From an optimization exercise on the open Yosys and OpenROAD flow, aimed at small area, a short achievable clock period and few clock cycles per item; shortcuts taken in it are not production practice. At most, simulation tests tie the RTL to the original design; equivalence was not proved. Power and IR drop assume default switching activity.

## the reference run
Design divisor_secuencial, start of the top module:
module divisor_secuencial #(
    parameter N = 32
) (
    input  logic             clk,
    input  logic             rst,
    input  logic             valid,
    input  logic [N-1:0]     A,
    input  logic [N-1:0]     B,
    output logic [N-1:0]     Q,
    output logic [N-1:0]     R,
    output logic             done,
    output logic             error
);
For scale: about 1000 cells after synthesis, roughly 8200 um^2 of cells after synthesis.
clock: 10.0 ns
lec_check: 0
cap_margin: 20
core_margin: 2
core_utilization: 40
place_density: 0.6
slew_margin: 20
standard.sh (not shown) runs the stock make flow with config.mk's settings and CLKGATE_MAP_FILE= SYNTH_SCRIPT=/design/flow/synth_recipe.tcl, a recipe that flattens the netlist after the stock synthesis.
==> flow/flow/run.sh <==
#!/bin/bash
# The standard layout (standard.sh), with changes to how it is made only:
#  - the ports are buffered with sky130_fd_sc_hd__buf_2 instead of the resizer's default pick;
#  - The clock tree is built from sky130_fd_sc_hd__clkbuf_8.
#  - repair_timing aims for extra setup slack at the design's 10 ns clock.
#  - denser floorplan and placement.
# The SDC, the clock period and everything else are the standard flow's own.
bash standard.sh "BUFFER_PORTS_ARGS=-buffer_cell sky130_fd_sc_hd__buf_2" SETUP_SLACK_MARGIN=6.8 CTS_BUF_LIST=sky130_fd_sc_hd__clkbuf_8 CORE_UTILIZATION=55 PLACE_DENSITY=0.7 finish > standard.log 2>&1
The reference run finished every stage and its layout cleared the timing, design-rule and antenna checks.
Changes in the trial run relative to the reference run:
==> flow/flow/run.sh <==
#!/bin/bash
# The standard layout (standard.sh), with changes to how it is made only:
#  - the ports are buffered with sky130_fd_sc_hd__buf_2 instead of the resizer's default pick;
#  - The clock tree is built from sky130_fd_sc_hd__clkbuf_8.
#  - repair_timing aims for extra setup slack at the design's 10 ns clock.
# The SDC, the clock period and everything else are the standard flow's own.
bash standard.sh "BUFFER_PORTS_ARGS=-buffer_cell sky130_fd_sc_hd__buf_2" SETUP_SLACK_MARGIN=6.8 CTS_BUF_LIST=sky130_fd_sc_hd__clkbuf_8 finish > standard.log 2>&1
==> comparison <==
The trial run: done, clean on timing, DRC and antenna. Compared with the reference run, the trial run shows post-layout total power higher by 1.3%. Taking the reference run as the reference, in the trial run multi-input gate share of total cell area shrank by 0.34 points; slack of the critical path went up by 0.023 ns; met3 global-route usage lost 1.8 points; non-clock inverter instance count of the final layout closely matched the old numbers.
Function was not checked in any run of this note: the RTL went through the layout flow alone.

========
== run A ==
Another version of the RTL of divisor_secuencial (not shown whole).
Size: roughly 130 I/O pins, ~8200 um2 of cells after synthesis.
==> flow/config.mk <==
export PLATFORM = sky130hd
export DESIGN_NAME = divisor_secuencial
export DESIGN_NICKNAME = divisor_secuencial
export VERILOG_FILES = /design/flow/design.v
export SDC_FILE = /design/flow/constraint.sdc
export NUM_CORES = 4
export LEC_CHECK = 0
export CAP_MARGIN = 20
export CORE_MARGIN = 2
export CORE_UTILIZATION = 40
export PLACE_DENSITY = 0.6
export SLEW_MARGIN = 20
==> flow/constraint.sdc <==
create_clock -name core_clock -period 10.0 [get_ports {clk}]
set_input_delay 2.0000 -clock core_clock [delete_from_list [all_inputs] [get_ports {clk}]]
set_output_delay 2.0000 -clock core_clock [all_outputs]
set_load 0.01 [all_outputs]
==> flow/flow/run.sh <==
#!/bin/bash
bash standard.sh "BUFFER_PORTS_ARGS=-buffer_cell sky130_fd_sc_hd__buf_2" SETUP_SLACK_MARGIN=6.8 CTS_BUF_LIST=sky130_fd_sc_hd__clkbuf_8 TNS_END_PERCENT=0 finish > standard.log 2>&1
Run A reached the end of the flow, and the finished layout is clean on the timing, design-rule and antenna checks.
Testbench counts of run A, summed over its fixed seeds: cycles 32,125, items 3,600.
The following lists how run B was set up differently from run A:
==> flow/run.sh (new file) <==
#!/bin/bash
# synth_recipe.tcl (not shown) runs the flow's synth.tcl, then flattens the netlist and writes it again
# the make line also repeats each setting of config.mk as NAME=value (left out here)
make -C /OpenROAD-flow-scripts/flow DESIGN_CONFIG=/design/flow/config.mk WORK_HOME=/design/flow/orfs CLKGATE_MAP_FILE= SYNTH_SCRIPT=/design/flow/synth_recipe.tcl finish
removed: flow/flow/run.sh
removed: flow/standard.sh
### Flow results
On cell count along the critical path: run B sits below run A. On final antenna diode count, run B and run A are basically level. Run B: flow completed, timing, DRC and antenna clean. Run A -> run B: post-detailed-routing wire length increased slightly.
The inputs of run C differ from those of run B as listed below.
==> flow/flow/run.sh (new file) <==
#!/bin/bash
# The standard layout (standard.sh), with changes to how it is made only:
#  - the ports are buffered with sky130_fd_sc_hd__buf_2 instead of the resizer's default pick;
#  - repair_timing aims for extra setup slack at the design's 10 ns clock.
# The SDC, the clock period and everything else are the standard flow's own.
bash standard.sh "BUFFER_PORTS_ARGS=-buffer_cell sky130_fd_sc_hd__buf_2" SETUP_SLACK_MARGIN=6.8 CTS_BUF_LIST=sky130_fd_sc_hd__clkbuf_8 finish > standard.log 2>&1
==> flow/standard.sh (new file) <==
#!/bin/bash
# synth_recipe.tcl (not shown) runs the flow's synth.tcl, then flattens the netlist and writes it again
# the make line also repeats each setting of config.mk as NAME=value (left out here)
make -C /OpenROAD-flow-scripts/flow DESIGN_CONFIG=/design/flow/config.mk WORK_HOME=/design/flow/orfs CLKGATE_MAP_FILE= SYNTH_SCRIPT=/design/flow/synth_recipe.tcl "${@:-finish}"
removed: flow/run.sh
Taking run B as the reference, in run C highest achievable clock rate increased by about 20% relative to the old numbers; ratio of final minimum period to clock period decreased by 6.4 points relative to the old numbers; post-layout worst setup margin increased by 640 ps relative to the old numbers.
Summary of run C over run B: global-route usage decreased 0.43 points, post-route minimum period shows a reduction of 640 ps, clock share of power went down by 3.6 points.
Run C ended up with x_reg[0] as its launch point of the worst path; run B ended up with A[23].
Run C ends up with lower clock tree cell share of total cell area than run B does.
Met3 capacity usage during global routing: run B vs run C — no meaningful difference
Run C ended up with a lower core utilization of the finished layout than run B did.
The sequential share of layout area in run C sits 1.7 points above the value recorded for run B.
Diff run B..run C | hold slack | negligible
> inputs changed (run C -> run D)
==> flow/flow/run.sh <==
#!/bin/bash
# The standard layout (standard.sh), with changes to how it is made only:
#  - the ports are buffered with sky130_fd_sc_hd__buf_2 instead of the resizer's default pick;
#  - repair_timing aims for extra setup slack at the design's 10 ns clock;
#  - denser placement.
# The SDC, the clock period and everything else are the standard flow's own.
bash standard.sh "BUFFER_PORTS_ARGS=-buffer_cell sky130_fd_sc_hd__buf_2" SETUP_SLACK_MARGIN=7.5 CORE_UTILIZATION=55 PLACE_DENSITY=0.75 finish > standard.log 2>&1
Findings:
Run C → run D: routed metal-1 wirelength grew by about 2.4%; fill cell total of the finished layout shows a reduction of 1,145; number of global-route vias before repair shows an increase of 928. Of run D and run C, the higher area of the placeable core belongs to run C. Power went up by more than a quarter going from run C to run D. Cmp run D and run C / clock share of power / higher: run D. Run D vs. run C: share of the core filled with cells shows an increase of 34 points, worst setup slack now sits lower, final area picked up an extra about 24%, growth of design area from synthesis to finish increased 28 points.
Edits applied to the flow inputs when going from run D to run E:
==> flow/flow/run.sh <==
#!/bin/bash
set -e
here=$PWD
cat > my_synth.tcl <<EOT
proc abc {args} {
  set i [lsearch -exact \$args -script]
  if {\$i >= 0} { lset args [expr {\$i + 1}] $here/flow/area.abc }
  set j [lsearch -exact \$args -D]
  if {\$j >= 0} { lset args [expr {\$j + 1}] 2800 }
  yosys abc {*}\$args
}
source $here/synth_recipe.tcl
EOT
bash standard.sh SYNTH_SCRIPT=$here/my_synth.tcl "BUFFER_PORTS_ARGS=-buffer_cell sky130_fd_sc_hd__buf_2" SETUP_SLACK_MARGIN=6.8 finish > standard.log 2>&1
==> flow/flow/area.abc (new file) <==
&get -n
&st
&syn2
&dch
&nf -R 1000
&put
topo
dnsize -c
### Flow results
- Against run D, run E comes in 1.7% higher on estimated wirelength of the detail-placed design.
- Re global-route usage: run D was higher than run E.
- Max clock group share of total power across run D and run E: run E
- Fmax: run E vs run D down 5.5%

separate check: timing with driven ports:
The results above use ideal ports. As a check the final layouts listed here were re-extracted and re-timed, cells and wires unchanged. Step 1: set_driving_cell puts a clkbuf_16 on clk and a buf_2 on each other input, an assumption about the parent block. Step 2 moves the port delays by t, midway between the first and last clock arrival at a register: inputs arrive t later, outputs are due t later. That takes back most of the time a late clock gives input paths. a / b / c = ideal / step 1 / step 2; a / b = the first two.
run | shift t [ns] | setup slack, ns | latest minus earliest clock arrival (ns) | worst slew at a driven data input, ns
the reference run | 0.494 | 6.616 / 6.617 / 6.123 | 0.017 / 0.016 | 0.07
the trial run | 0.497 | 6.638 / 6.648 / 6.151 | 0.021 / 0.022 | 0.07
run A | 0.494 | 6.680 / 6.680 / 6.223 | 0.016 / 0.016 | 0.07
run B | 0.460 | 6.134 / 6.155 / 5.695 | 0.012 / 0.012 | 0.06
run C | 0.479 | 6.778 / 6.778 / 6.427 | 0.009 / 0.009 | 0.05
run D | 0.475 | 6.774 / 6.774 / 6.477 | 0.012 / 0.012 | 0.08
run E | 0.472 | 6.585 / 6.585 / 6.393 | 0.011 / 0.011 | 0.06
After both steps every run listed still meets setup and hold. For the reference run, which loses most, drivers alone change the setup slack by +0.001 ns; drivers and shift together by -0.493 ns.
